From an optimization exercise on the open Yosys and OpenROAD flow, aimed at small area, a short achievable clock period and few clock cycles; shortcuts taken in it are not production practice. Function was checked by simulation only, so behaviour that the tests miss may differ from the original. Power figures rest on the tool's default switching activity, not on a simulated workload.

--- design.v ---
module a(
    input clk,
    input load,
    input[4:0] a_op,
    input[15:0] bus,
    input[15:0] in,
    output[15:0] out,
    output[2:0] flags,
    input reset
);
localparam A_INC = 1;
localparam A_DEC = 2;
localparam A_RTL = 3;
localparam A_RTR = 4;
localparam A_NOT = 5;
localparam A_COM = 6;
localparam A_ADD = 7;
localparam A_ADC = 8;
localparam A_SUB = 9;
localparam A_SBB = 10;
localparam A_MOD = 11;
localparam A_AND = 12;
localparam A_OR = 13;
localparam A_XOR = 14;
localparam A_SET = 15;
localparam A_CLR = 16;
localparam A_BSL = 17;
localparam A_CLW = 18;
localparam A_IN_LOAD = 19;
localparam FLAG_Z = 0;
localparam FLAG_C = 1;
localparam FLAG_S = 2;
reg[15:0] a;
reg[2:0] flags_q;
reg[15:0] a_op_val;
reg c_op_val;
always @(*) begin
    a_op_val = a;
    c_op_val = flags_q[FLAG_C];
    if (reset) begin
        a_op_val = 16'b0;
        c_op_val = 1'b0;
    end else if (!load) begin
        case (a_op)
            A_INC: begin
                {c_op_val, a_op_val} = {1'b0, a} + 17'd1;
            end
            A_DEC: begin
                c_op_val = (a < 16'd1);
                a_op_val = a - 16'd1;
            end
            A_RTL: begin
                c_op_val = a[15];
                a_op_val = a << 1;
            end
            A_RTR: begin
                c_op_val = a[0];
                a_op_val = a >> 1;
            end
            A_NOT: begin
                a_op_val = ~a;
            end
            A_COM: begin
                a_op_val = ~a + 16'd1;
            end
            A_ADD: begin
                {c_op_val, a_op_val} = {1'b0, a} + {1'b0, bus};
            end
            A_ADC: begin
                {c_op_val, a_op_val} = {1'b0, a} + {1'b0, bus} + {16'b0, flags_q[FLAG_C]};
            end
            A_SUB: begin
                c_op_val = (a < bus);
                a_op_val = a - bus;
            end
            A_SBB: begin
                c_op_val = (a < (bus + {15'b0, flags_q[FLAG_C]}));
                a_op_val = a - bus - {15'b0, flags_q[FLAG_C]};
            end
            A_AND: begin
                a_op_val = a & bus;
            end
            A_OR: begin
                a_op_val = a | bus;
            end
            A_XOR: begin
                a_op_val = a ^ bus;
            end
            A_SET: begin
                a_op_val[bus[3:0]] = 1'b1;
            end
            A_CLR: begin
                a_op_val[bus[3:0]] = 1'b0;
            end
            A_BSL: begin
                {c_op_val, a_op_val} = {1'b0, a} << bus[3:0];
            end
            A_CLW: begin
                a_op_val = 16'b0;
            end
            A_IN_LOAD: begin
                a_op_val = in;
            end
            default: begin
            end
        endcase
    end
end
always @(posedge clk) begin
    if (!reset && load) begin
        a <= bus;
    end else begin
        a <= a_op_val;
    end
    flags_q[FLAG_C] <= c_op_val;
    flags_q[FLAG_Z] <= (a_op_val == 16'b0);
    flags_q[FLAG_S] <= a_op_val[15];
end
assign out = a;
assign flags = flags_q;
endmodule
module controller(
    input clk,
    input rst,
    input[15:0] a_out,
    input[15:0] in,
    input[15:0] ir_out,
    input[15:0] ram_out,
    input[2:0] flags,
    output reg[4:0] a_op,
    output[20:0] out,
    output reset,
    output mem_re,
    output halted
);
localparam OP_NOARG = 4'b0000;
localparam OP_LDW   = 4'b0001;
localparam OP_STW   = 4'b0010;
localparam OP_ADD   = 4'b0011;
localparam OP_ADC   = 4'b0100;
localparam OP_SUB   = 4'b0101;
localparam OP_SBB   = 4'b0110;
localparam OP_MOD   = 4'b0111;
localparam OP_AND   = 4'b1000;
localparam OP_OR    = 4'b1001;
localparam OP_XOR   = 4'b1010;
localparam OP_JMP   = 4'b1011;
localparam OP_JPZ   = 4'b1100;
localparam OP_JPC   = 4'b1101;
localparam OP_JPS   = 4'b1110;
localparam OP_CAL   = 4'b1111;
localparam OP_NOST  = 2'b00;
localparam OP_MSW   = 2'b01;
localparam OP_POP   = 2'b10;
localparam OP_RET   = 2'b11;
localparam OP_NOBIT = 3'b000;
localparam OP_BWS   = 3'b001;
localparam OP_BWC   = 3'b010;
localparam OP_BWJ   = 3'b011;
localparam OP_BOS   = 3'b100;
localparam OP_BOC   = 3'b101;
localparam OP_BIJ   = 3'b110;
localparam OP_BSL   = 3'b111;
localparam OP_NOP   = 4'b0000;
localparam OP_INC   = 4'b0001;
localparam OP_DEC   = 4'b0010;
localparam OP_RTL   = 4'b0011;
localparam OP_RTR   = 4'b0100;
localparam OP_NOT   = 4'b0101;
localparam OP_COM   = 4'b0110;
localparam OP_LDP   = 4'b0111;
localparam OP_STP   = 4'b1000;
localparam OP_MWO   = 4'b1001;
localparam OP_MIW   = 4'b1010;
localparam OP_CLW   = 4'b1011;
localparam OP_CLO   = 4'b1100;
localparam OP_IDK   = 4'b1101;  
localparam OP_PSH   = 4'b1110;
localparam OP_RST   = 4'b1111;
localparam SIG_OUT_CLR_ALL  = 20;
localparam SIG_JUMP         = 19;
localparam SIG_MAR_A_LOAD   = 18;
localparam SIG_OUT_MWO      = 17;
localparam SIG_OUT_CLEAR    = 16;
localparam SIG_OUT_SET      = 15;
localparam SIG_MAR_INC      = 14;
localparam SIG_PC_MAR_LOAD  = 13;
localparam SIG_STACK_LOAD   = 12;
localparam SIG_MAR_STACK    = 11;
localparam SIG_SP_ADD       = 10;
localparam SIG_RAM_EN       = 9;
localparam SIG_MAR_LOAD     = 8;
localparam SIG_RAM_LOAD     = 7;
localparam SIG_A_EN         = 6;
localparam SIG_A_LOAD       = 5;
localparam SIG_MAR_EN       = 4;
localparam SIG_PC_LOAD      = 3;
localparam SIG_PC_INC       = 2;
localparam SIG_IR_EN        = 1;
localparam SIG_IR_LOAD      = 0;
localparam A_INC = 1;
localparam A_DEC = 2;
localparam A_RTL = 3;
localparam A_RTR = 4;
localparam A_NOT = 5;
localparam A_COM = 6;
localparam A_ADD = 7;
localparam A_ADC = 8;
localparam A_SUB = 9;
localparam A_SBB = 10;
localparam A_MOD = 11;
localparam A_AND = 12;
localparam A_OR = 13;
localparam A_XOR = 14;
localparam A_SET = 15;
localparam A_CLR = 16;
localparam A_BSL = 17;
localparam A_CLW = 18;
localparam A_IN_LOAD = 19;
localparam FLAG_Z = 0;
localparam FLAG_C = 1;
localparam FLAG_S = 2;
reg stage;
reg halt;
reg[20:0] ctrl_word;
reg stage_rst;
reg reset_op;
reg halt_op;
wire[3:0] ram_type_ram;
wire[1:0] ram_type_stack;
wire[2:0] ram_type_bit;
wire[3:0] ram_type_noarg;
wire[3:0] ir_type_ram;
wire[1:0] ir_type_stack;
wire[3:0] ir_type_noarg;
assign ram_type_ram = ram_out[15:12];
assign ram_type_stack = ram_out[11:10];
assign ram_type_bit = ram_out[6:4];
assign ram_type_noarg = ram_out[3:0];
assign ir_type_ram = ir_out[15:12];
assign ir_type_stack = ir_out[11:10];
assign ir_type_noarg = ir_out[3:0];
always @(posedge clk) begin
    if (rst) begin
        stage <= 0;
        halt <= 0;
    end else if (!halt) begin
        if (halt_op) begin
            halt <= 1;
        end
        if (stage_rst) begin
            stage <= 0;
        end else begin
            stage <= stage + 1;
        end
    end
end
assign halted = halt;
assign reset = rst | reset_op;
assign mem_re = !halt && ((stage == 0) || (ir_type_ram == OP_LDW) ||
    (ir_type_ram == OP_ADD) || (ir_type_ram == OP_ADC) ||
    (ir_type_ram == OP_SUB) || (ir_type_ram == OP_SBB) ||
    (ir_type_ram == OP_AND) || (ir_type_ram == OP_OR) ||
    (ir_type_ram == OP_XOR) ||
    ((ir_type_ram == OP_NOARG) && (ir_type_stack != OP_NOST)) ||
    ((ir_type_ram == OP_NOARG) && (ir_type_stack == OP_NOST) &&
        (ir_type_noarg == OP_LDP)));
always @(*) begin
    ctrl_word = 0;
    a_op = 0;
    stage_rst = 0;
    reset_op = 0;
    halt_op = 0;
    if (halt) begin
        stage_rst = 1;
    end else case (stage)
        0: begin
            ctrl_word[SIG_RAM_EN] = 1;
            ctrl_word[SIG_IR_LOAD] = 1;
            ctrl_word[SIG_PC_INC] = 1;
            ctrl_word[SIG_MAR_INC] = 1;
            case (ram_type_ram)
                OP_JMP: begin
                    ctrl_word[SIG_PC_LOAD] = 1;
                    ctrl_word[SIG_MAR_LOAD] = 1;
                    stage_rst = 1;
                end
                OP_JPZ: begin
                    if (flags[FLAG_Z]) begin
                        ctrl_word[SIG_PC_LOAD] = 1;
                        ctrl_word[SIG_MAR_LOAD] = 1;
                    end
                    stage_rst = 1;
                end
                OP_JPC: begin
                    if (flags[FLAG_C]) begin
                        ctrl_word[SIG_PC_LOAD] = 1;
                        ctrl_word[SIG_MAR_LOAD] = 1;
                    end
                    stage_rst = 1;
                end
                OP_JPS: begin
                    if (flags[FLAG_S]) begin
                        ctrl_word[SIG_PC_LOAD] = 1;
                        ctrl_word[SIG_MAR_LOAD] = 1;
                    end
                    stage_rst = 1;
                end
                OP_CAL: begin
                    ctrl_word[SIG_PC_LOAD] = 1;
                end
                OP_NOARG: begin
                    if (ram_type_stack == OP_NOST) begin
                        case (ram_type_bit)
                            OP_BWS: begin
                                a_op = A_SET;
                                stage_rst = 1;
                            end
                            OP_BWC: begin
                                a_op = A_CLR;  
                                stage_rst = 1;
                            end
                            OP_BWJ: begin
                                if (a_out[ram_type_noarg]) begin
                                    ctrl_word[SIG_JUMP] = 1;
                                end
                                stage_rst = 1;
                            end
                            OP_BOS: begin
                                ctrl_word[SIG_OUT_SET] = 1;
                                stage_rst = 1;
                            end
                            OP_BOC: begin
                                ctrl_word[SIG_OUT_CLEAR] = 1;
                                stage_rst = 1;
                            end
                            OP_BIJ: begin
                                if (in[ram_type_noarg]) begin
                                    ctrl_word[SIG_JUMP] = 1;
                                end
                                stage_rst = 1;
                            end
                            OP_BSL: begin
                                a_op = A_BSL;
                                stage_rst = 1;
                            end
                            default: begin
                                case (ram_type_noarg)
                                    OP_NOP: begin
                                        stage_rst = 1;
                                    end
                                    OP_INC: begin
                                        a_op = A_INC;
                                        stage_rst = 1;
                                    end
                                    OP_DEC: begin
                                        a_op = A_DEC;
                                        stage_rst = 1;
                                    end
                                    OP_RTL: begin
                                        a_op = A_RTL;
                                        stage_rst = 1;
                                    end
                                    OP_RTR: begin
                                        a_op = A_RTR;
                                        stage_rst = 1;
                                    end
                                    OP_NOT: begin
                                        a_op = A_NOT;
                                        stage_rst = 1;
                                    end
                                    OP_COM: begin
                                        a_op = A_COM;
                                        stage_rst = 1;
                                    end
                                    OP_LDP: begin
                                        ctrl_word[SIG_MAR_A_LOAD] = 1;
                                    end
                                    OP_STP: begin
                                        ctrl_word[SIG_MAR_A_LOAD] = 1;
                                    end
                                    OP_MWO: begin
                                        ctrl_word[SIG_OUT_MWO] = 1;
                                        stage_rst = 1;
                                    end
                                    OP_MIW: begin
                                        a_op = A_IN_LOAD;
                                        stage_rst = 1;
                                    end
                                    OP_CLW: begin
                                        a_op = A_CLW;
                                        stage_rst = 1;
                                    end
                                    OP_CLO: begin
                                        ctrl_word[SIG_OUT_CLR_ALL] = 1;
                                        stage_rst = 1;
                                    end
                                    OP_PSH: begin
                                        ctrl_word[SIG_MAR_LOAD] = 1;
                                    end
                                    OP_IDK: begin
                                        halt_op = 1;
                                        ctrl_word = 0;
                                        stage_rst = 1;
                                    end
                                    OP_RST: begin
                                        reset_op = 1;
                                    end
                                endcase
                            end
                        endcase
                    end else begin
                        ctrl_word[SIG_MAR_STACK] = 1;
                    end
                end
                default: begin
                    ctrl_word[SIG_MAR_LOAD] = 1;
                end      
            endcase
        end
        1: begin
            stage_rst = 1;
            ctrl_word[SIG_PC_MAR_LOAD] = 1;
            case (ir_type_ram)
                OP_LDW: begin
                    ctrl_word[SIG_RAM_EN] = 1;
                    ctrl_word[SIG_A_LOAD] = 1;
                end
                OP_STW: begin
                    ctrl_word[SIG_A_EN] = 1;
                    ctrl_word[SIG_RAM_LOAD] = 1;
                end
                OP_ADD: begin
                    a_op = A_ADD;
                    ctrl_word[SIG_RAM_EN] = 1;
                end
                OP_ADC: begin
                    a_op = A_ADC;
                    ctrl_word[SIG_RAM_EN] = 1;
                end
                OP_SUB: begin
                    a_op = A_SUB;
                    ctrl_word[SIG_RAM_EN] = 1;
                end
                OP_SBB: begin
                    a_op = A_SBB;
                    ctrl_word[SIG_RAM_EN] = 1;
                end
                OP_AND: begin
                    a_op = A_AND;
                    ctrl_word[SIG_RAM_EN] = 1;
                end
                OP_OR: begin
                    a_op = A_OR;
                    ctrl_word[SIG_RAM_EN] = 1;
                end
                OP_XOR: begin
                    a_op = A_XOR;
                    ctrl_word[SIG_RAM_EN] = 1;
                end
                OP_CAL: begin
                    ctrl_word[SIG_MAR_EN] = 1;
                    ctrl_word[SIG_STACK_LOAD] = 1;
                    ctrl_word[SIG_PC_MAR_LOAD] = 1;
                end
                OP_NOARG: begin
                    case (ir_type_stack)
                        OP_MSW: begin
                            ctrl_word[SIG_RAM_EN] = 1;
                            ctrl_word[SIG_A_LOAD] = 1;
                        end
                        OP_POP: begin
                            ctrl_word[SIG_RAM_EN] = 1;
                            ctrl_word[SIG_A_LOAD] = 1;
                            ctrl_word[SIG_SP_ADD] = 1;
                        end
                        OP_RET: begin
                            ctrl_word[SIG_RAM_EN] = 1;
                            ctrl_word[SIG_PC_LOAD] = 1;
                            ctrl_word[SIG_MAR_LOAD] = 1;
                            ctrl_word[SIG_SP_ADD] = 1;
                        end
                        OP_NOST: begin
                            case (ir_type_noarg)
                                OP_LDP: begin
                                    ctrl_word[SIG_RAM_EN] = 1;
                                    ctrl_word[SIG_A_LOAD] = 1;
                                end
                                OP_STP: begin
                                    ctrl_word[SIG_A_EN] = 1;
                                    ctrl_word[SIG_RAM_LOAD] = 1;
                                end
                                OP_PSH: begin
                                    ctrl_word[SIG_A_EN] = 1;
                                    ctrl_word[SIG_STACK_LOAD] = 1;
                                end
                            endcase
                        end
                    endcase
                end
            endcase
        end
    endcase
end
assign out = ctrl_word;
endmodule
module ir(
    input clk,
    input load,
    input[15:0] bus,
    output[15:0] out,
    input reset
);
reg[15:0] register;
always @(posedge clk) begin
    if (reset) begin
        register <= 16'b0;
    end else if (load) begin
        register <= bus;
    end
end
assign out = register;
endmodule
module mar(
    input clk,
    input load,
    input mar_inc,
    input jump,
    input pc_mar_load,
    input mar_a_load,
    input mar_stack,
    input[15:0] sp_out,
    input[9:0] ir_arg,
    input[11:0] a_out,
    input[11:0] pc,
    input[11:0] bus,
    output[11:0] out,
    input reset
);
reg[11:0] register;
always @(posedge clk) begin
    if (reset) begin
        register <= 12'b0;
    end else if (mar_stack) begin
        register <= sp_out[11:0] + ir_arg + 1;
    end else if (load) begin
        register <= bus;
    end else if (jump) begin
        register <= register + 2;
    end else if (pc_mar_load) begin
        register <= pc;
    end else if (mar_a_load) begin
        register <= a_out;
    end else if (mar_inc) begin
        register <= register + 1;
    end
end
assign out = register;
endmodule
module pc(
    input clk,
    input load,
    input inc,
    input jump,
    input[11:0] bus,
    output[15:0] out,
    input reset
);
reg[11:0] register;
always @(posedge clk) begin
    if (reset) begin
        register <= 12'b0;
    end else if (load) begin
        register <= bus;
    end else if (jump) begin
        register <= register + 2;
    end else if (inc) begin
        register <= register + 1;
    end
end
assign out = {4'b0000, register};
endmodule
module sp(
    input clk,
    input stack_load,
    input sp_add,
    input[9:0] ram_arg,
    output[15:0] out,
    input ir_reset
);
reg[11:0] register;
always @(posedge clk) begin
    if (ir_reset) begin
        register <= 12'b111111111111;
    end else if (stack_load) begin
        register <= register - 1;
    end else if (sp_add) begin
        register <= register + ram_arg + 1;
    end
end
assign out = {4'b0000, register};
endmodule
module out(
    input clk,
    input out_set,
    input out_clear,
    input out_clr_all,
    input out_mwo,
    input[15:0] a_out,
    input[15:0] bus,
    output[15:0] out,
    input reset
);
reg[15:0] out_reg;
always @(posedge clk) begin
    if (reset) begin
        out_reg <= 16'b0;
    end else if (out_set) begin
        out_reg[bus[3:0]] <= 1'b1;
    end else if (out_clear) begin
        out_reg[bus[3:0]] <= 1'b0;
    end else if (out_mwo) begin
        out_reg <= a_out;
    end else if (out_clr_all) begin
        out_reg <= 16'b0;
    end
end
assign out = out_reg;
endmodule
module meh16(
    input clk,
    input rst,
    input[15:0] in_port,
    output[15:0] out_port,
    output[11:0] mem_addr,
    output[15:0] mem_wdata,
    output mem_we,
    input[15:0] mem_rdata,
    output halted
);
wire[15:0] in;
assign in = in_port;
wire mem_re;
reg[15:0] ram_q;
wire[15:0] ram_out;
assign ram_out = mem_re ? mem_rdata : ram_q;
always @(posedge clk) begin
    if (mem_re) begin
        ram_q <= mem_rdata;
    end
end
reg[15:0] bus;
always @(*) begin
    if (a_en) begin
        bus = a_out;
    end else if (ram_en) begin
        bus = ram_out;
    end else if (mar_en) begin
        bus = {4'b0, mar_out};
    end else if (ir_en) begin
        bus = ir_out;
    end else begin
        bus = 16'b0;
    end
end
assign mem_we = (ram_load | stack_load) & !rst;
assign mem_addr = stack_load ? sp_out[11:0] : mar_out;
assign mem_wdata = bus;
wire ram_en;
wire ram_load;
wire stack_load;
wire mar_stack;
wire mar_load;
wire pc_mar_load;
wire mar_en;
wire mar_inc;
wire mar_a_load;
wire[11:0] mar_out;
mar mar(
    .clk(clk),
    .load(mar_load),
    .pc_mar_load(pc_mar_load),
    .mar_a_load(mar_a_load),
    .mar_inc(mar_inc),
    .mar_stack(mar_stack),
    .jump(jump),
    .ir_arg(ram_out[9:0]),
    .sp_out(sp_out),
    .a_out(a_out[11:0]),
    .pc(pc_out[11:0]),
    .bus(bus[11:0]),
    .out(mar_out),
    .reset(reset)
);
wire reset;
controller controller(
    .clk(clk),
    .rst(rst),
    .ir_out(ir_out),
    .ram_out(ram_out),
    .flags(flags),
    .a_out(a_out),
    .in(in),
    .a_op(a_op),
    .reset(reset),
    .mem_re(mem_re),
    .halted(halted),
    .out({
        out_clr_all,
        jump,
        mar_a_load,
        out_mwo,
        out_clear,
        out_set,
        mar_inc,
        pc_mar_load,
        stack_load,
        mar_stack,
        sp_add,
        ram_en,
        mar_load,
        ram_load,
        a_en,
        a_load,
        mar_en,
        pc_load,
        pc_inc,
        ir_en,
        ir_load
    })
);
wire[4:0] a_op;
wire a_en;
wire a_load;
wire[15:0] a_out;
wire[2:0] flags;
a reg_a(
    .clk(clk),
    .load(a_load),
    .a_op(a_op),
    .bus(bus),
    .in(in),
    .out(a_out),
    .flags(flags),
    .reset(reset)
);
wire ir_en;
wire ir_load;
wire[15:0] ir_out;
ir ir(
    .clk(clk),
    .load(ir_load),
    .bus(bus),
    .out(ir_out),
    .reset(reset)
);
wire jump;
wire pc_load;
wire pc_inc;
wire[15:0] pc_out;
pc pc(
    .clk(clk),
    .load(pc_load),
    .inc(pc_inc),
    .jump(jump),
    .bus(bus[11:0]),
    .out(pc_out),
    .reset(reset)
);
wire sp_add;
wire[15:0] sp_out;
sp sp(
    .clk(clk),
    .stack_load(stack_load),
    .sp_add(sp_add),
    .ram_arg(ram_q[9:0]),
    .out(sp_out),
    .ir_reset(reset)
);
wire out_set;
wire out_clear;
wire out_clr_all;
wire out_mwo;
wire[15:0] out_out;
out out(
    .clk(clk),
    .bus(bus),
    .a_out(a_out),
    .out_set(out_set),
    .out_clear(out_clear),
    .out_clr_all(out_clr_all),
    .out_mwo(out_mwo),
    .out(out_out),
    .reset(reset)
);
assign out_port = out_out;
endmodule
--- run.sh ---
#!/bin/bash
# synth_recipe.tcl (not shown) runs the flow's synth.tcl, then flattens the netlist and writes it again
# the make line also repeats each setting of config.mk as NAME=value (left out here)
make -C /OpenROAD-flow-scripts/flow DESIGN_CONFIG=/design/flow/config.mk WORK_HOME=/design/flow/orfs CLKGATE_MAP_FILE= SYNTH_SCRIPT=/design/flow/synth_recipe.tcl finish
--- config.mk ---
export PLATFORM = sky130hd
export DESIGN_NAME = meh16
export DESIGN_NICKNAME = meh16
export VERILOG_FILES = /design/flow/design.v
export SDC_FILE = /design/flow/constraint.sdc
export NUM_CORES = 4
export LEC_CHECK = 0
export CAP_MARGIN = 20
export CORE_MARGIN = 2
export CORE_UTILIZATION = 40
export SLEW_MARGIN = 20
--- constraint.sdc ---
create_clock -name core_clock -period 8.5 [get_ports {clk}]
set_input_delay 1.7000 -clock core_clock [delete_from_list [all_inputs] [get_ports {clk}]]
set_output_delay 1.7000 -clock core_clock [all_outputs]
set_load 0.01 [all_outputs]
==> summary.txt <==
Run status
  – Outcome: no timing/DRC/antenna violations

Timing
  – Transition time of the tightest slew-check pin: roughly 1200 ps
  – Max-slew headroom: between 15 and 20%
  – Final Max Slew Viols: 0
  – Final TNS setup: 0 ps
  – Post-route fraction of the period consumed by the critical path: between 90 and 100%
  – Min Tclk post-route: approximately 8000 ps
  – Number of setup violations in the final report: 0
  – Unrepaired setup endpoints after global routing: no
  – Total count of hold-check failures in the final report: 0
  – Final Skew: roughly 11 ps
  – Fmax achieved: 126 MHz
  – Post-layout worst setup margin: about 530 ps

Cells and area
  – Fin cells: roughly 2700
  – Sequential standard cell area: 1980 um^2
  – Area taken by multi-input logic gates: ~12000 um^2
  – Fill cell total of the finished layout: between 3000 and 4000
  – Fraction of the core area covered by cells at the end of the flow: ~45%
  – Top library cells by usage in the layout, fill and taps aside: nor2_1, nand2_1, a21oi_1
  – Commonest non-fill, non-tap cell in the layout: nor2_1
  – Number of antenna cells inserted: 0
  – Final layout net count: about 2300
  – Proportion of layout cells with a drive suffix above 1: roughly 8.4%
  – Area growth from synthesis to layout: 11.5%

Critical path
  – Critical path class: in2reg
  – WP data arrival: 8240 ps
  – Sort of element at the start of the critical path: primary input
  – Crit end category: flop
  – Critical path required time: slightly below 9000 ps
  – Worst-path maximum fanout: 10

Die
  – Floorplan die height: about 200 um
  – # IOs: 80
  – Standard-cell rows: 71
  – Starting density of the core: about two fifths
  – Placeable Area: ~38000 um^2
  – Die boundary width: between 150 and 200 um
  – Die area: between 30000 and 40000 um^2

Synth
  – Predominant post-synthesis flop cell: dfxtp_1
  – Synthesized area: roughly 15000 um^2
  – Number of nets produced by synthesis: roughly 2300
  – Post-synthesis sequential area ratio: between 10% and 20%
  – Proportion of netlist area held by the largest area contributor: 13.0%
  – Number of enable flip-flop cells after synthesis: 0
  – Synthesized area divided by synthesized cell count: between 6 and 7 um^2
  – Flip-flop and latch count after synthesis: between 90 and 100
  – Number of warnings reported in the yosys synthesis log: 8
  – Cell variety after synth: roughly 110
  – Mapped Cells: between 2000 and 2500
  – Most area-hungry cell type in the Yosys netlist: dfxtp_1
  – Biggest area contributors in the synthesized netlist: dfxtp_1, ha_1, nor2_1, nand2_1, xnor2_1
  – Share of flip-flops with an asynchronous set or reset after synthesis: 0%

Pwr
  – Leakage power total: roughly 6.5 nW
  – Maximum vdd drop: between 0.0001 and 0.00015 V
  – Total power draw: approximately 4.2 mW
  – Power density of the placed cells: 245 nW/um^2

Global routing
  – Number of antenna violations at the first check in global routing: 1
  – Total track usage: a little over two fifths
  – Layer with the highest usage: met2
  – Total overflow reported by the global router: 0
  – Global-route wire length before repair: between 100000 and 150000 um
  – Routing usage on met1: between 50% and 60%
  – Maximum number of pins on one net before global-route repair: 58
  – Met3 track utilization from global routing: between 10% and 20%
  – Global-route track usage on met2: approximately 60%
  – Number of global-route vias before repair: between 15000 and 20000

Drt
  – Post-route ant nets: 0
  – DRC: 0
  – DRC marker count from the first detailed-route iteration: 3089
  – Drt total wl: 84700 um
  – First drt pass iteration count: 9
  – Average wire length per cell after detail routing: a little over 30 um
  – Count of vias placed by the detailed router: 19000
  – Post-detailed-route via-to-cell ratio: ~7

Place
  – I/O Buffers: 79
  – Dpl hpwl: roughly 65000 um
  – Final weighted congestion in routability-driven placement: 1.10
  – Worst setup slack after placement: roughly 330 ps
  – Number of placed cells counting well taps: between 2000 and 3000

Job
  – Max Cap Viol: 0

Clocking
  – Clock tree from TritonCTS: yes
  – H-tree level count: 3
  – Clock slew at reported path FFs: ~70 ps
  – Clock latency of the later-clocked register in the worst-skew pair: around 370 ps
  – Hold bufs inserted after CTS: 0
  – Total clock buffers created by CTS: 9
  – Clock sinks: between 90 and 100
  – Clock root buffer: clkbuf_16
  – # Post-CTS Setup Buffers: 0
  – CTS max path bufs: 2
  – # resized after CTS: 0

Hold path
  – Worst Hold Class: reg2reg
kinds of logic (layout without fill, tap and decap cells):
logic type	Yosys count	in the layout	share of synthesized area (%)
mux	84	84	5.67
fa+ha+maj	101	101	8.39
simple gates	836	836	27.2
buf+inv	247	269	6.36
compound gates	710	710	33.0
flops	99	99	13.0
xor+xnor	110	110	6.32
synthesized netlist by cell type (16+ instances only):
master	number
nor2_1	232
nor4_1	23
nor3_1	66
or3_1	28
buf_2	16
a31oi_1	22
inv_1	78
o21ai_0	114
nand2_1	225
nand3_1	80
a211oi_1	64
and3_1	18
a22oi_1	25
clkbuf_1	128
mux2i_1	65
xor2_1	30
xnor2_1	80
ha_1	95
o211ai_1	47
nand2b_1	19
dfxtp_1	99
a221oi_1	33
nand4_1	33
a21o_1	41
a21oi_1	139
mux2_2	17
path summary, 6_finish.rpt:
path                                 startpoint          endpoint  slack [ps]  cells past startpoint
worst max register to register  ir.register[14]  reg_a.flags_q[0]        1310                     24
worst max-delay path               mem_rdata[6]  reg_a.flags_q[0]         530                     20
worst min register to register        ram_q[11]         ram_q[11]         450                      2
worst min-delay path                  ram_q[11]         ram_q[11]         450                      2
layout make-up:
class | instances | share of cell area [%]
clock inverters | 4 | 0.155
clock buffers | 10 | 1.41
well taps | 511 | 3.76
inverters | 85 | 1.88
repair buffers | 170 | 8.67
multi-input cells | 1841 | 72.5
flip-flops and latches | 99 | 11.7
power breakdown:
part	leakage, nW	internal (mW)	switching, mW
clock network	0.131	0.204	0.194
logic	5.55	1.03	2.02
registers	0.816	0.543	0.164
total	6.50	1.78	2.38
routing by layer:
layer,vias to the layer above,wire (um)
li1,8248,-
met3,295,11200
met4,0,6580
met5,-,0
met2,1405,33500
met1,9077,33500
critical path: stages:
cell	delay (ps)
clkdlybuf4s50_1	690
nor4_4	490
nand4_1	330
nor3_1	470
o21a_1	210
inv_1	70
ha_1	520
o21ai_0	220
nor4b_1	430
nor3_1	150
a311oi_1	360
nand2_1	120
xnor2_1	160
nor2_1	60
nor4_1	690
o211ai_1	200
o41ai_1	710
and4_1	330
nand4_1	100
nor4_1	220
per-stage QoR:
step                hold slack (ps)  instance area (um^2)
CTS                             450                 17000
global placement                436                 16700
floorplan                       414                 15200
finish                          449                 17000
global route                    486                 17000
detailed placement              438                 16700
Testbench counts, summed over its fixed seeds: cycles 86,235.

==> afterwards: timing with drivers on the ports <==
The flow's constraints put no driver on any port. The routed layout listed below was extracted and timed again, unchanged, in two steps. Step 1, drivers: a clkbuf_16 drives clk and a buf_2 each remaining input, both assumed. Step 2 moves the port delays by t, midway between the first and last clock arrival at a register: inputs arrive t later, outputs are due t later. That takes back most of the time a late clock gives input paths. Slacks: no drivers / after step 1 / after step 2; pairs: no drivers / after step 1.
t (ns): 0.404
setup WS [ns]: 0.535 / 0.546 / 0.142
worst setup path at the end: input to register
worst slew at a driven data input, ns: 0.06
cell pins on the clock port's net: 1
After both steps this run still meets setup and hold. The setup slack of this run moves by +0.011 ns with the drivers and by -0.393 ns with both steps.
